Context: an optimization exercise on an open-source flow, tuned for a short achievable clock period and few clock cycles. The choices shown serve that exercise and are no tape-out recipe.
Function was checked by simulation only, so behaviour that the tests miss may differ from the original.
Power figures rest on the tool's default switching activity, not on a simulated workload.

## design/flow/run.sh

```bash
#!/bin/bash
# synth_recipe.tcl (not shown) runs the flow's synth.tcl, then flattens the netlist and writes it again
# the make line also repeats each setting of config.mk as NAME=value (left out here)
make -C /OpenROAD-flow-scripts/flow DESIGN_CONFIG=/design/flow/config.mk WORK_HOME=/design/flow/orfs CLKGATE_MAP_FILE= SYNTH_SCRIPT=/design/flow/synth_recipe.tcl finish
```

## design/flow/config.mk

```make
export PLATFORM = sky130hd
export DESIGN_NAME = cpu
export DESIGN_NICKNAME = cpu
export VERILOG_FILES = /design/flow/design.v
export SDC_FILE = /design/flow/constraint.sdc
export NUM_CORES = 8
export LEC_CHECK = 0
export CAP_MARGIN = 20
export CORE_MARGIN = 2
export CORE_UTILIZATION = 40
export SETUP_SLACK_MARGIN = 0.3
export SLEW_MARGIN = 20
```

## design/flow/constraint.sdc

```tcl
create_clock -name core_clock -period 6.7 [get_ports {clk}]
set_input_delay 1.3400 -clock core_clock [delete_from_list [all_inputs] [get_ports {clk}]]
set_output_delay 1.3400 -clock core_clock [all_outputs]
set_load 0.01 [all_outputs]
```

## design/flow/design.v

```verilog
module alu_module (
    input [3:0]  alu_input_op,
    input [31:0] alu_input_a,
    input [31:0] alu_input_b,
    output reg [31:0] alu_output_result
);
    always @ (*)
    begin
        alu_output_result = 32'h0;
        case (alu_input_op)
            4'b0000: alu_output_result = (alu_input_a + alu_input_b);
            4'b0001: alu_output_result = (alu_input_a - alu_input_b);
            4'b0010: alu_output_result = (alu_input_a & alu_input_b);
            4'b0011:  alu_output_result = (alu_input_a | alu_input_b);
            4'b0100: alu_output_result = (alu_input_a ^ alu_input_b);
            4'b0101:  alu_output_result = alu_input_a << alu_input_b[4:0];  
            4'b0110:  alu_output_result = alu_input_a >> alu_input_b[4:0];
            4'b0111:  alu_output_result = $signed(alu_input_a) >>> alu_input_b[4:0];
            4'b1000:  alu_output_result = ($signed(alu_input_a) < $signed(alu_input_b) ? 1 : 0);
            4'b1001:  alu_output_result = (alu_input_a < alu_input_b ? 1 : 0);
            default: ;
        endcase
    end
endmodule
module register_file (
    input clk,
    input wire [4:0] read_reg1,  
    input wire [4:0] read_reg2,  
    input wire [4:0] write_reg,  
    input wire write_enable,
    input wire [31:0] write_data,  
    output wire [31:0] read_data1,  
    output wire [31:0] read_data2,  
    output wire [31:0] uart_data
);
    reg [31:0] registers [0:31];
    assign read_data1 = (read_reg1 != 0) ? ((write_enable && read_reg1 == write_reg) ? write_data : registers[read_reg1]) : 0;
    assign read_data2 = (read_reg2 != 0) ? ((write_enable && read_reg2 == write_reg) ? write_data : registers[read_reg2]) : 0;
    assign uart_data = registers[5];
    integer i;
    always @(posedge clk) begin
        if (write_enable) begin
            if (write_reg != 0) begin
                for(i=0; i<32; i=i+1) begin
                    if (i == write_reg) begin
                        registers[i] <= write_data;
                    end
                end
            end
        end
    end
endmodule
module cpu (
    input         clk,
    input         reset_n,
    input         mmu_mem_ready,
    input [31:0]  mmu_data_out,
    output        mmu_write_enable,
    output        mmu_read_enable,
    output        mmu_mem_signed_read,
    output [ 1:0] mmu_mem_data_width,
    output [31:0] mmu_address,
    output [31:0] mmu_data_in,
    output wire [31:0] uart_data,
    output        rf_write_enable,
    output [ 4:0] rf_write_reg,
    output [31:0] rf_write_data
);
    reg [31:0] ifid_pc;
    wire [31:0] ifid_ir;
    reg [31:0] idex_pc;
    reg idex_reset;
    reg [3:0] idex_branch_op;
    reg idex_reg_write;
    reg idex_mem_read;
    reg idex_mem_write;
    reg idex_mem_to_reg;
    reg idex_alu_src;
    reg [ 3:0] idex_alu_op;
    reg [31:0] idex_data_read_1;
    reg [31:0] idex_data_read_2;
    reg [ 4:0] idex_rs1;
	reg [ 4:0] idex_rs2;
	reg [ 4:0] idex_rd;
	reg [31:0] idex_imm;
    reg exmem_reset;
    reg [3:0] exmem_branch_op;
    reg exmem_mem_to_reg;
    reg exmem_reg_write;
    reg exmem_mem_read;
    reg exmem_mem_write;
    reg [31:0] exmem_branch_target;
    reg [ 3:0] exmem_flags;
    reg [31:0] exmem_alu_out;
    reg [31:0] exmem_data_read_2;
    reg [ 4:0] exmem_rd;
    reg [31:0] memwb_mem_data_read;
    reg [31:0] memwb_alu_out;
    reg [ 4:0] memwb_rd;
    reg memwb_reg_write;
    reg memwb_mem_to_reg;
    reg [31:0] wb_data;  
    reg [31:0] pc;
    reg if_stall;
    reg branch_taken;
    reg ifid_kill;  
    assign mmu_write_enable = 0;
    assign mmu_read_enable = 1;
    assign mmu_mem_signed_read = 0;
    assign mmu_mem_data_width = 2'b11;
    assign mmu_address = pc;
    assign mmu_data_in = 0;  
    assign ifid_ir = mmu_data_out;  
    always @(*) begin
        idex_reset = 0;
        exmem_reset = 0;
        branch_taken = 0;
        case (exmem_branch_op)
            4'b0010: begin
                idex_reset = 0;
                exmem_reset = 0;
                branch_taken = 0;
            end
            4'b0000: begin
                if (exmem_alu_out == 32'b0) begin
                    idex_reset = 1;
                    exmem_reset = 1;
                    branch_taken = 1;
                end
            end
            4'b0001: begin
                if (exmem_alu_out != 32'b0) begin
                    idex_reset = 1;
                    exmem_reset = 1;
                    branch_taken = 1;
                end
            end
            4'b0101: begin
                if (exmem_alu_out == 1'b0) begin
                    idex_reset = 1;
                    exmem_reset = 1;
                    branch_taken = 1;
                end
            end
            4'b0111: begin
                if (exmem_alu_out == 1'b0) begin
                    idex_reset = 1;
                    exmem_reset = 1;
                    branch_taken = 1;
                end
            end
            4'b0100: begin
                if (exmem_alu_out == 1'b1) begin
                    idex_reset = 1;
                    exmem_reset = 1;
                    branch_taken = 1;
                end
            end
            4'b0110: begin
                if (exmem_alu_out == 1'b1) begin
                    idex_reset = 1;
                    exmem_reset = 1;
                    branch_taken = 1;
                end
            end
            4'b1000: begin
                idex_reset = 1;
                exmem_reset = 1;
                branch_taken = 1;
            end
            4'b1001: begin
                idex_reset = 1;
                exmem_reset = 1;
                branch_taken = 1;
            end
            default: begin
                idex_reset = 0;
                exmem_reset = 0;
                branch_taken = 0;
            end
        endcase
        if (ifid_kill)
            idex_reset = 1;
    end
    always @(posedge clk, negedge reset_n) begin
        if(!reset_n) begin
            pc <= 0;
            ifid_pc <= 32'b0;
            ifid_kill <= 1;
        end else begin
            ifid_pc <= pc;
            ifid_kill <= branch_taken;
            if (branch_taken) begin
                pc <= exmem_branch_target;
            end else begin
                pc <= pc + 4;
            end
        end
    end
    wire [6:0] id_opcode;
    wire [2:0] id_funct3;
    wire [6:0] id_funct7;
    wire [31:0] id_i_imm;
    wire [12:0] id_b_imm;
    wire [31:0] id_s_imm;
    wire [31:0] id_j_imm;
    wire [31:0] id_shamt;
    wire [ 4:0] id_rs1;
	wire [ 4:0] id_rs2;
    wire [31:0] read_data_1;
    wire [31:0] read_data_2;
    wire [31:0] register_file_uart_data;
    assign uart_data = register_file_uart_data;
    assign rf_write_enable = memwb_reg_write;
    assign rf_write_reg = memwb_rd;
    assign rf_write_data = wb_data;
    register_file regfile(
        .clk(clk),
        .read_reg1(id_rs1),
        .read_reg2(id_rs2),
        .write_reg(memwb_rd),
        .write_enable(memwb_reg_write),
        .write_data(wb_data),
        .read_data1(read_data_1),
        .read_data2(read_data_2),
        .uart_data(register_file_uart_data)
    );
    assign id_opcode = ifid_ir[6:0];
    assign id_funct7 = ifid_ir[31:25];
    assign id_funct3 = ifid_ir[14:12];
    assign id_rs1 = ifid_ir[19:15];
    assign id_rs2 = ifid_ir[24:20];
    assign id_i_imm = { { 20{ ifid_ir[31] } }, ifid_ir[31:20] };
    assign id_shamt = { 27'b0, ifid_ir[24:20] };
    assign id_b_imm = { ifid_ir[31], ifid_ir[7], ifid_ir[30:25], ifid_ir[11:8], 1'b0 };
    assign id_s_imm = { { 20 {ifid_ir[31] } }, ifid_ir[31:25], ifid_ir[11:7] };
    assign id_j_imm = { { 11 {ifid_ir[31] } }, ifid_ir[31], ifid_ir[19:12], ifid_ir[20], ifid_ir[30:21], 1'b0 };
    always @(posedge clk, negedge reset_n) begin
        if (!reset_n) begin
            idex_branch_op <= 4'b0010;
            idex_mem_read <= 0;
            idex_mem_write <= 0;
            idex_mem_to_reg <= 0;
            idex_alu_src <= 0;
            idex_alu_op <= 4'b0;
            idex_data_read_1 <= 32'b0;
            idex_data_read_2 <= 32'b0;
            idex_rs1 <= 5'b0;
            idex_rs2 <= 5'b0;
            idex_rd <= 5'b0;
            idex_imm <= 32'b0;
            idex_reg_write <= 0;
            idex_pc <= 0;
        end else if(idex_reset) begin
            idex_branch_op <= 4'b0010;
            idex_mem_read <= 0;
            idex_mem_write <= 0;
            idex_mem_to_reg <= 0;
            idex_alu_src <= 0;
            idex_alu_op <= 4'b0;
            idex_data_read_1 <= 32'b0;
            idex_data_read_2 <= 32'b0;
            idex_rs1 <= 5'b0;
            idex_rs2 <= 5'b0;
            idex_rd <= 5'b0;
            idex_imm <= 32'b0;
            idex_reg_write <= 0;
            idex_pc <= 0;
        end else begin
        idex_pc <= ifid_pc;
        idex_rs1 <= id_rs1;
        idex_rs2 <= id_rs2;
        idex_rd <= ifid_ir[11:7];
        idex_imm <= { { 20 { id_i_imm[11] } }, id_i_imm[11:0] };
        idex_mem_to_reg <= 0;
        idex_reg_write <= 0;
        idex_mem_read <= 0;
        idex_mem_write <= 0;
        idex_branch_op <= 4'b0010;
        idex_data_read_1 <= read_data_1;
        idex_data_read_2 <= read_data_2;
        case (id_opcode)
            7'b0110011: begin
                idex_reg_write <=  1;  
                idex_alu_src <= 1'b0;
                if (id_funct3 == 3'b000) begin
                    if (id_funct7 == 7'b0000000) begin
                        idex_alu_op <= 4'b0000;
                    end else begin
                        idex_alu_op <= 4'b0001;
                    end
                end else if (id_funct3 == 3'b001) begin
                    idex_alu_op <= 4'b0101;
                end else if (id_funct3 == 3'b010) begin
                    idex_alu_op <= 4'b1000;
                end else if (id_funct3 == 3'b011) begin
                    idex_alu_op <= 4'b1001;
                end else if (id_funct3 == 3'b100) begin
                    idex_alu_op <= 4'b0100;
                end else if (id_funct3 == 3'b101) begin
                    if (id_funct7 == 7'b0000000) begin
                        idex_alu_op <= 4'b0110;
                    end else begin
                        idex_alu_op <= 4'b0111;
                    end
                end else if (id_funct3 == 3'b110) begin
                    idex_alu_op <= 4'b0011;
                end else if (id_funct3 == 3'b111) begin
                    idex_alu_op <= 4'b0010;
                end
            end
            7'b0010011: begin
                idex_reg_write <=  1;  
                idex_alu_src <= 1'b1;
                idex_imm <= id_i_imm;
                if (id_funct3 == 3'b000) begin
                    idex_alu_op <= 4'b0000;
                end else if (id_funct3 == 3'b010) begin
                    idex_alu_op <= 4'b1000;
                end else if (id_funct3 == 3'b011) begin
                    idex_alu_op <= 4'b1001;
                end else if (id_funct3 == 3'b100) begin
                    idex_alu_op <= 4'b0100;
                end else if (id_funct3 == 3'b110) begin
                    idex_alu_op <= 4'b0011;
                end else if (id_funct3 == 3'b111) begin
                    idex_alu_op <= 4'b0010;
                end else if (id_funct3 == 3'b001) begin
                    idex_imm <= id_shamt;
                    idex_alu_op <= 4'b0101;  
                end else if (id_funct3 == 3'b101) begin
                    idex_imm <= id_shamt;
                    if (id_funct7 == 7'b0000000) begin
                        idex_alu_op <= 4'b0110;  
                    end else begin
                        idex_alu_op <= 4'b0111;  
                    end
                end
            end
            7'b0100011: begin
                idex_mem_write <= 1;  
                idex_alu_src <= 1'b1;
                idex_alu_op <= 4'b0000;
                idex_imm <= id_s_imm;
            end
            7'b1100011: begin
                idex_imm <= { { 20 { id_b_imm[12] } }, id_b_imm[11:0] };
                idex_alu_src <= 1'b0;
                if (id_funct3 == 4'b0000) begin  
                    idex_alu_op <= 4'b0001;
                    idex_branch_op <= 4'b0000;
                end else if (id_funct3 == 4'b0101) begin  
                    idex_alu_op <= 4'b1000;
                    idex_branch_op <= 4'b0101;
                end else if (id_funct3 == 4'b0111) begin  
                    idex_alu_op <= 4'b1001;
                    idex_branch_op <= 4'b0111;
                end else if (id_funct3 == 4'b0100) begin  
                    idex_alu_op <= 4'b1000;
                    idex_branch_op <= 4'b0100;
                end else if (id_funct3 == 4'b0110) begin  
                    idex_alu_op <= 4'b1001;
                    idex_branch_op <= 4'b0110;
                end else if (id_funct3 == 4'b0001) begin  
                    idex_alu_op <= 4'b0001;
                    idex_branch_op <= 4'b0001;
                end
            end
            7'b1101111: begin
                idex_reg_write <= 1;
                idex_alu_src <= 1'b0;
                idex_alu_op <= 4'b0000;
                idex_imm <= id_j_imm;
                idex_branch_op <= 4'b1000;
            end
            7'b1100111: begin
                idex_reg_write <= 1;
                idex_alu_src <= 1'b0;
                idex_alu_op <= 4'b0000;
                idex_imm <= id_i_imm;
                idex_branch_op <= 4'b1001;
            end
        endcase
    end
    end
    reg [31:0] ex_jalr_offset;
    reg [31:0] alu_input_a;
    reg [31:0] alu_input_b;
    wire [31:0] alu_out;
    alu_module alu_inst(
        .alu_input_op(idex_alu_op),
        .alu_input_a(alu_input_a),
        .alu_input_b(alu_input_b),
        .alu_output_result(alu_out)  
    );
    reg [31:0] ex_rs1_value;
    always @(*) begin
        if (exmem_rd != 0 && exmem_reg_write && exmem_rd == idex_rs1) begin
            ex_rs1_value = exmem_alu_out;
        end else if (memwb_rd != 0 && memwb_reg_write && memwb_rd == idex_rs1) begin
            ex_rs1_value = wb_data;
        end else begin
            ex_rs1_value = idex_data_read_1;
        end
        ex_jalr_offset = (ex_rs1_value + idex_imm) & 32'hFFFFFFFE;
        if (idex_branch_op == 4'b1000 || idex_branch_op == 4'b1001) begin
            alu_input_a = idex_pc;
        end else begin
            alu_input_a = ex_rs1_value;
        end
        if (idex_branch_op == 4'b1000 || idex_branch_op == 4'b1001) begin
            alu_input_b = 4;
        end else if (idex_alu_src == 1'b1) begin
            alu_input_b = idex_imm;
        end else if (exmem_rd != 0 && exmem_reg_write && exmem_rd == idex_rs2) begin
            alu_input_b = exmem_alu_out;
        end else if (memwb_rd != 0 && memwb_reg_write && memwb_rd == idex_rs2) begin
            alu_input_b = wb_data;
        end else begin
            alu_input_b = idex_data_read_2;
        end
    end
    always @(posedge clk, negedge reset_n) begin
        if (!reset_n) begin
            exmem_branch_op <= 4'b0010;
            exmem_mem_to_reg <= 0;
            exmem_reg_write <= 0;
            exmem_mem_read <= 0;
            exmem_mem_write <= 0;
            exmem_flags <= 4'b0;
            exmem_data_read_2 <= 32'b0;
            exmem_rd <= 5'b0;
            exmem_alu_out <= 0;
            exmem_branch_target <= 0;
        end else if (exmem_reset) begin
            exmem_branch_op <= 4'b0010;
            exmem_mem_to_reg <= 0;
            exmem_reg_write <= 0;
            exmem_mem_read <= 0;
            exmem_mem_write <= 0;
            exmem_flags <= 4'b0;
            exmem_data_read_2 <= 32'b0;
            exmem_rd <= 5'b0;
            exmem_alu_out <= 0;
            exmem_branch_target <= 0;
        end else begin
            if (idex_branch_op == 4'b1001) begin
                exmem_branch_target <= ex_jalr_offset;
            end else begin
                exmem_branch_target <= idex_pc + idex_imm;
            end
            exmem_branch_op <= idex_branch_op;
            exmem_mem_read <= idex_mem_read;
            exmem_mem_to_reg <= idex_mem_to_reg;
            exmem_mem_write <= idex_mem_write;
            exmem_rd <= idex_rd;
            exmem_reg_write <= idex_reg_write;
            exmem_alu_out <= alu_out;
        end
    end
    always @(posedge clk, negedge reset_n) begin
        if(!reset_n) begin
            memwb_mem_data_read <= 32'b0;
            memwb_alu_out <= 32'b0;
            memwb_rd <= 5'b0;
            memwb_reg_write <= 0;
            memwb_mem_to_reg <= 0;
        end else begin
            memwb_alu_out <= exmem_alu_out;
            memwb_rd <= exmem_rd;
            memwb_reg_write <= exmem_reg_write;
            memwb_mem_to_reg <= exmem_mem_to_reg;
        end
    end
    always @(*) begin
        if(memwb_mem_to_reg) begin
            wb_data = memwb_mem_data_read;
        end else begin
            wb_data = memwb_alu_out;
        end
    end
endmodule
```

==> results.cfg <==
[cells_and_area]
layout_common_cells = edfxtp_1, a221oi_1, a22o_1, dfrtp_1, nor2_1
final_util = 0.468
drive_gt1_frac = 0.127
area_growth_pct = 16.3
final_common_cell = edfxtp_1
largest_reg_flops = 992
fillers = 14773
fin_nets = 6011
multiInputGateArea_um2 = 27300
largest_register = regfile.registers
regArea_um2 = 37800

[sta]
finalSetupViolCount = 0
clock.fmax_mhz = 162
rsz0062_at_grt = no
report.final.slew_viol_count = 0
tightest_slew_ns = 1.32
period_share = 0.919
min_period_ns = 6.16
slew_headroom = 0.113
final_hold_viol_count = 0
timing.final.ws_setup_ns = 0.544
skew_ns = 0.0712
timing.setup.tns_ns = 0
holdWs_ns = 0.401

[routing]
via_count = 58921
drc_errors = 0
finalWirelength_um = 322000
dr.pass1.iters = 9
routedWlPerCell_um = 39.6
vias_per_cell = 7.26
ant_nets = 0
drt_iter0_drc = 12524

[die]
die_w_um = 411
io_pins = 174
core_um2 = 165000
die_area_um2 = 169000
initial_utilization = 0.403
rows = 149
die_h_um = 411

[power]
power.internal_uw = 16200
max-vdd-ir-drop_uv = 285
cellLeakagePower_uw = 0.0279
p_per_area_nw_per_um2 = 310
pwr-share-clk = 0.337
pwr-share-comb = 0.231
power_switching_uw = 7760
swShare = 0.324
seqPwrFrac = 0.432

[placement]
hpwl_um = 199000
routabilityCongestion = 1.00
pre_cts_ws_ns = 0.335
portBuffers = 135

[logic_synthesis]
synthFlopType = edfxtp_1
ys_ff_latch = 1311
seq_area_frac_synth = 0.569
yosysTopAreaCell = edfxtp_1
ys_types = 90
synth_cells = 5634
synth_top_area_share = 0.449
synth_edf_count = 992
avgSynthCellArea_um2 = 11.8
synth_area_um2 = 66300
yosys_warnings = 4
async_flop_share = 0.243
synth_area_leaders = edfxtp_1, dfrtp_1, a221oi_1

[cts]
cts_buffer_depth = 3
cts_buffers = 138
htreeDepth = 4
clock_latency_ns = 0.83
root_buffer = clkbuf_16
clk_pin_slew_ns = 0.06
tritoncts = done
cts.sinks = 1311

[global_routing]
grt_remaining_overflow = 0
grt_pass1_wl_um = 437000
grt_pass1_vias = 55321
grt.total_usage = 0.368
antenna_found_initial = 10
grt_start_max_net_pins = 161

[setup_path]
startpoint_type = flip-flop
path_max_fanout = 14
crit_path_end_kind = flip-flop
r2r_slack_ns = 0.54
worstPathRequired_ns = 7.37
arrival_ns = 6.82
crit_type = flip-flop to flip-flop

[run_status]
outcome = finished clean

[worst_hold_path]
min_path_type = flip-flop to flip-flop

[job]
maxCapViolations = 0
layer usage:
| metal | global-route usage | part of all wire |
|---|---|---|
| met4 | 0.241 | 0.083 |
| met3 | 0.149 | 0.15 |
| met1 | 0.443 | 0.34 |
| met5 | 0.0144 | 0.0014 |
| met2 | 0.540 | 0.42 |
critical path: stages (launching register included):
cell and delay, ns:
dfrtp_1 0.39, buf_4 0.21, or4_4 0.54, o211ai_4 0.29
nor2_4 0.06, buf_12 0.15, buf_4 0.16, mux2i_1 0.12
a211oi_1 0.49, a21oi_1 0.13, or2_2 0.38, ha_1 0.32
nand2_1 0.06, a21oi_1 0.12, o31ai_1 0.19, a211oi_1 0.45
o21ai_0 0.33, a31o_2 0.37, o41ai_2 0.35, mux2i_1 0.25
nor2_1 0.06, a2111oi_0 0.45, a21oi_1 0.13
kinds of logic after synthesis:
group	after synthesis	synth area share
fa+ha+maj	165	0.0316
mux	213	0.0330
other cells	2	0.000113
simple gates	1411	0.104
compound gates	1854	0.212
buf+inv	562	0.0352
xor+xnor	116	0.0153
flops	1311	0.569
what timing repair did:
action,CTS,global route
gates cloned,0,0
setup buffers,5,0
resized for setup,0,18
hold buffers,0,0
endpoints found under the setup margin,1,13
pin swaps,1,0
cell usage after synthesis (9+ instances only):
cell        n
buf_4      42
o21a_1     15
nand4_1   153
or3_1      13
o21ai_0   181
a21oi_1   215
o211a_1     9
o31a_1     13
ha_1      161
nor3_1    224
nor4_1     31
and2_1     73
xor2_1     50
a211oi_1   77
a221oi_1  340
nand2_1   242
mux2_2     41
buf_2      27
a222oi_1   66
o211ai_1   26
or2_2      27
o22ai_1    26
buf_1      37
o41ai_1     9
nor2b_1    20
o221ai_1   22
edfxtp_1  992
clkbuf_1  333
and3_1     25
o31ai_1    19
a21o_1     64
a22o_1    320
xnor2_1    66
nor2_1    387
o21bai_1   18
inv_1     115
dfrtp_1   316
nand3_1   151
a31oi_1    66
a22oi_1   274
a221o_1    14
mux2i_1   171
nand2b_1   29
power groups by stage:
stage | Combinational [uW] | Clock, uW | Sequential, uW
CTS | 5270 | 8080 | 10300
floorplan | 2460 | 0 | 10800
global route | 5770 | 8430 | 10400
detailed placement | 5250 | 0 | 10500
global placement | 5220 | 0 | 10500
finish | 5540 | 8070 | 10300
final timing paths:
check	from	to	cells past startpoint
setup / recovery	memwb_rd[2]	exmem_alu_out[29]	22
hold / removal	pc[1]	ifid_pc[1]	0
setup reg to reg	memwb_rd[2]	exmem_alu_out[29]	22
hold reg to reg	pc[1]	ifid_pc[1]	0
max in group asynchronous	reset_n	idex_alu_src	2
min in group asynchronous	reset_n	exmem_alu_out[24]	1
through the flow:
step	area (um2)	total power, uW	std cells
after global routing	77100	24600	8109
after global placement	72000	15700	7847
after detailed placement	72100	15700	7849
final	77100	23900	8114
after floorplan	66500	13200	5669
after CTS	76800	23700	8103
final cells by class:
class / instances / share of cell area
inverter: 118 / 0.00577
clock buffer: 171 / 0.0480
antenna: 5 / 0.000162
timing repair buffer: 446 / 0.0534
tap: 2189 / 0.0355
sequential: 1311 / 0.490
multi-input combinational: 3796 / 0.354
clock inverter: 78 / 0.0130
Testbench counts, summed over its fixed seeds: cycles 52,477.

==> re-timing with driven ports <==
The results above use ideal ports. As a check the final layout listed here was re-extracted and re-timed, cells and wires unchanged.
Step 1 (the two cells are an assumption about what drives the block):
set clk [get_ports {clk}]
set_driving_cell -lib_cell sky130_fd_sc_hd__clkbuf_16 $clk
set_driving_cell -lib_cell sky130_fd_sc_hd__buf_2 [delete_from_list [all_inputs] $clk]
Step 2 adds t to the input delays and takes it off the output delays; t is the mean of the earliest and latest rising clock arrival at the registers after step 1. Input paths then give back, and output paths get back, about the clock's delay inside the block.
Three values: no drivers, after step 1, after step 2; two values: the first two.
t, ns: 0.881
setup WS [ns]: 0.544 / 0.544 / 0.544
clock arrival spread, ns: 0.077 / 0.077
After both steps this run still meets setup and hold. For this run, drivers alone change the setup slack by 0.000 ns; drivers and shift together by 0.000 ns.
